This is an optimization exercise on Yosys and OpenROAD, whose aim is small area, not a production implementation.
Only simulation tests tie the RTL to the original design; equivalence was not proved.
No activity file was given, so power comes from the tool's default toggle rates.

Setup of the baseline:
Design project_top, start of the top module:
module project_top (
    input wire       clk,
    input wire       reset,
    input wire       btnU,
    input wire       btnD,
    input wire       btnR,
    input wire       btnL,
    input wire [3:0] sw,
    input wire       sw15,
    input wire       dht11_in,
    input wire       rx,
    input wire       echo,
    output wire       dht11_out,
    output wire       dht11_oe,
    output wire       trig,
    output wire       tx,
    output wire       disp_setting,
    output wire       disp_uart_sw0,
    output wire [1:0] disp_status,
    output wire [6:0] disp_msec,
    output wire [5:0] disp_sec,
    output wire [5:0] disp_min,
    output wire [5:0] disp_hour,
    output wire [7:0] disp_rh,
    output wire [7:0] disp_temp,
    output wire [9:0] disp_dist
);
==> flow/config.mk <==
export PLATFORM = sky130hd
export DESIGN_NAME = project_top
export DESIGN_NICKNAME = project_top
export VERILOG_FILES = /design/flow/design.v
export SDC_FILE = /design/flow/constraint.sdc
export NUM_CORES = 4
export LEC_CHECK = 0
export ABC_AREA = 1
export ABC_CLOCK_PERIOD_IN_PS = 10000
export CAP_MARGIN = 20
export CORE_MARGIN = 2
export CORE_UTILIZATION = 65
export PLACE_DENSITY = 0.75
export SLEW_MARGIN = 20
==> flow/constraint.sdc <==
create_clock -name core_clock -period 10.0 [get_ports {clk}]
set_input_delay 2.0000 -clock core_clock [delete_from_list [all_inputs] [get_ports {clk}]]
set_output_delay 2.0000 -clock core_clock [all_outputs]
set_load 0.01 [all_outputs]
standard.sh (not shown) runs the stock make flow with config.mk's settings and CLKGATE_MAP_FILE= SYNTH_SCRIPT=/design/flow/synth_recipe.tcl, a recipe that flattens the netlist after the stock synthesis.
==> flow/flow/run.sh <==
#!/bin/bash
# The standard layout with three changes to how it is built:
#  1. after the standard synthesis, the combinational logic is re-mapped with an
#     area-oriented ABC script (flow/resynth.sh, flow/map.abc); every register of the
#     standard synthesis is kept as is (name, cell type, connections)
#  2. ports are buffered with the smallest buffer (buf_1)
#  3. clock tree: clkbuf_8 leaf buffers in clusters of up to 16, no dummy loads
# Logs: synth.log, resynth.log, standard.log here; ORFS's own logs under orfs/logs.
set -euo pipefail
export BUFFER_PORTS_ARGS="-buffer_cell sky130_fd_sc_hd__buf_1"
export CTS_ARGS="-sink_clustering_enable -repair_clock_nets -buf_list sky130_fd_sc_hd__clkbuf_8 -sink_clustering_size 16 -sink_clustering_max_diameter 60 -dont_use_dummy_load"
bash standard.sh synth > synth.log 2>&1
R=orfs/results/$FLOW_PLATFORM/project_top/base
cp $R/1_2_yosys.v $R/1_2_yosys_standard.v
bash flow/resynth.sh $R/1_2_yosys_standard.v $R/1_2_yosys.v $PWD/flow/map.abc resynth.log
rm -f $R/1_synth.odb $R/1_synth.sdc
bash standard.sh > standard.log 2>&1
Other scripts of this flow, unchanged in this note and not shown: flow/flow/map.abc, flow/flow/resynth.sh
No stage failed in the baseline, and the final checks on the layout all came back clean.
The inputs of the candidate differ from those of the baseline as listed below.
# the baseline
export LEC_CHECK = 0
export ABC_AREA = 1
export ABC_CLOCK_PERIOD_IN_PS = 10000
export CAP_MARGIN = 20
export CORE_MARGIN = 2
export CORE_UTILIZATION = 65
export PLACE_DENSITY = 0.75
export SLEW_MARGIN = 20
create_clock -name core_clock -period 10.0 [get_ports {clk}]
# the candidate
export LEC_CHECK = 0
export ABC_AREA = 1
export ABC_CLOCK_PERIOD_IN_PS = 10000
export CAP_MARGIN = 20
export CORE_MARGIN = 2
export CORE_UTILIZATION = 80
export PLACE_DENSITY = 0.88
export SLEW_MARGIN = 20
create_clock -name core_clock -period 10.0 [get_ports {clk}]
==> flow/flow/run.sh <==
#!/bin/bash
# The standard layout with three changes to how it is built:
#  1. after the standard synthesis, the combinational logic is re-mapped with an
#     area-oriented ABC script (flow/resynth.sh, flow/map.abc); every register of the
#     standard synthesis is kept as is (name, cell type, connections)
#  2. ports are buffered with the smallest buffer (buf_1)
#  3. clock tree: clkbuf_4 leaf buffers in small clusters, no dummy loads
# Logs: synth.log, resynth.log, standard.log here; ORFS's own logs under orfs/logs.
set -euo pipefail
export BUFFER_PORTS_ARGS="-buffer_cell sky130_fd_sc_hd__buf_1"
export CTS_ARGS="-sink_clustering_enable -repair_clock_nets -buf_list sky130_fd_sc_hd__clkbuf_4 -sink_clustering_size 8 -sink_clustering_max_diameter 40 -dont_use_dummy_load"
bash standard.sh synth > synth.log 2>&1
R=orfs/results/$FLOW_PLATFORM/project_top/base
cp $R/1_2_yosys.v $R/1_2_yosys_standard.v
bash flow/resynth.sh $R/1_2_yosys_standard.v $R/1_2_yosys.v $PWD/flow/map.abc resynth.log
rm -f $R/1_synth.odb $R/1_synth.sdc
bash standard.sh > standard.log 2>&1
[summary]
- Compared with the baseline, the candidate shows final-layout fill cell count that has gone down by more than a quarter.
- The baseline vs the candidate, beginning of the critical path: U_WSEND.cnt[2]$_SDFFE_PN0P_ vs U_WSEND.cnt[3]$_SDFFE_PN0P_
- Compared with the baseline, the candidate shows a total half-perimeter wirelength after legalization and detailed placement that is 4.6% higher.
- Delta (the candidate minus the baseline): sequential share of layout area picked up an extra 0.30 points; achievable clock frequency saw a decrease; total met3 wirelength after detailed routing shows an increase of about 80%; internal power contribution shows a reduction of 2.3%.

---

Starting RTL as in the previous note.
export LEC_CHECK = 0
export ABC_AREA = 1
export ABC_CLOCK_PERIOD_IN_PS = 10000
export CAP_MARGIN = 20
export CORE_MARGIN = 2
export CORE_UTILIZATION = 65
export PLACE_DENSITY = 0.75
export SLEW_MARGIN = 20
create_clock -name core_clock -period 10.0 [get_ports {clk}]
==> flow/flow/run.sh <==
#!/bin/bash
# The standard layout with three changes to how it is built:
#  1. after the standard synthesis, the combinational logic is re-mapped with an
#     area-oriented ABC script (flow/resynth.sh, flow/map.abc); every register of the
#     standard synthesis is kept as is (name, cell type, connections)
#  2. ports are buffered with the smallest buffer (buf_1)
#  3. clock tree: clkbuf_4 leaf buffers in small clusters, no dummy loads
# Logs: synth.log, resynth.log, standard.log here; ORFS's own logs under orfs/logs.
set -euo pipefail
export BUFFER_PORTS_ARGS="-buffer_cell sky130_fd_sc_hd__buf_1"
export CTS_ARGS="-sink_clustering_enable -repair_clock_nets -buf_list sky130_fd_sc_hd__clkbuf_4 -sink_clustering_size 9 -sink_clustering_max_diameter 45 -dont_use_dummy_load"
bash standard.sh synth > synth.log 2>&1
R=orfs/results/$FLOW_PLATFORM/project_top/base
cp $R/1_2_yosys.v $R/1_2_yosys_standard.v
bash flow/resynth.sh $R/1_2_yosys_standard.v $R/1_2_yosys.v $PWD/flow/map.abc resynth.log
rm -f $R/1_synth.odb $R/1_synth.sdc
bash standard.sh > standard.log 2>&1
Other scripts of this flow, unchanged in this note and not shown: flow/flow/map.abc, flow/flow/resynth.sh
==> next run, changes <==
--- a/flow/flow/run.sh
+++ b/flow/flow/run.sh
@@ -9,5 +9,5 @@
 set -euo pipefail
 export BUFFER_PORTS_ARGS="-buffer_cell sky130_fd_sc_hd__buf_1"
-export CTS_ARGS="-sink_clustering_enable -repair_clock_nets -buf_list sky130_fd_sc_hd__clkbuf_4 -sink_clustering_size 9 -sink_clustering_max_diameter 45 -dont_use_dummy_load"
+export CTS_ARGS="-sink_clustering_enable -repair_clock_nets -buf_list {sky130_fd_sc_hd__clkbuf_2 sky130_fd_sc_hd__clkbuf_4} -sink_clustering_size 8 -sink_clustering_max_diameter 40 -dont_use_dummy_load"
 bash standard.sh synth > synth.log 2>&1
 R=orfs/results/$FLOW_PLATFORM/project_top/base
Result:
- via count rose slightly
- design area is about the same
- count of clock-buffer cells in the layout rose by 6
- worst setup slack improved by 0.0033 ns
- routed wire length is about the same
- sequential share of layout area fell by 0.11 points
==> next run, changes <==
--- a/flow/flow/run.sh
+++ b/flow/flow/run.sh
@@ -9,5 +9,5 @@
 set -euo pipefail
 export BUFFER_PORTS_ARGS="-buffer_cell sky130_fd_sc_hd__buf_1"
-export CTS_ARGS="-sink_clustering_enable -repair_clock_nets -buf_list {sky130_fd_sc_hd__clkbuf_2 sky130_fd_sc_hd__clkbuf_4} -sink_clustering_size 8 -sink_clustering_max_diameter 40 -dont_use_dummy_load"
+export CTS_ARGS="-sink_clustering_enable -repair_clock_nets -buf_list sky130_fd_sc_hd__clkbuf_4 -sink_clustering_size 8 -sink_clustering_max_diameter 40 -dont_use_dummy_load"
 bash standard.sh synth > synth.log 2>&1
 R=orfs/results/$FLOW_PLATFORM/project_top/base
=> Sequential cell count stays the same; utilization does not change; synthesized cell count does not change; setup slack stays the same; first-iteration DRC count does not change; cell area stays the same.

-- what the ideal ports hide --
Ports are ideal in the flow. The routed layouts listed here were re-timed in OpenROAD.
Step 1 assumes that a clkbuf_16 drives the clock port and a buf_2 every other input.
Step 2 moves the port delays by t, midway between the first and last clock arrival at a register: inputs arrive t later, outputs are due t later. That takes back most of the time a late clock gives input paths.
Three values: no drivers, after step 1, after step 2; two values: the first two.
run | t, ns | setup slack, ns | worst hold slack (ns)
the baseline | 0.621 | 3.910 / 3.910 / 3.910 | 0.356 / 0.356 / 0.356
the candidate | 0.726 | 3.626 / 3.626 / 3.626 | 0.353 / 0.353 / 0.353
the first run of note 2 | 0.719 | 3.852 / 3.852 / 3.852 | 0.356 / 0.356 / 0.356
the second run of note 2 | 0.716 | 3.855 / 3.855 / 3.855 | 0.354 / 0.354 / 0.354
the third run of note 2 | 0.716 | 3.855 / 3.855 / 3.855 | 0.354 / 0.354 / 0.354
After both steps setup and hold are still met in every run listed.
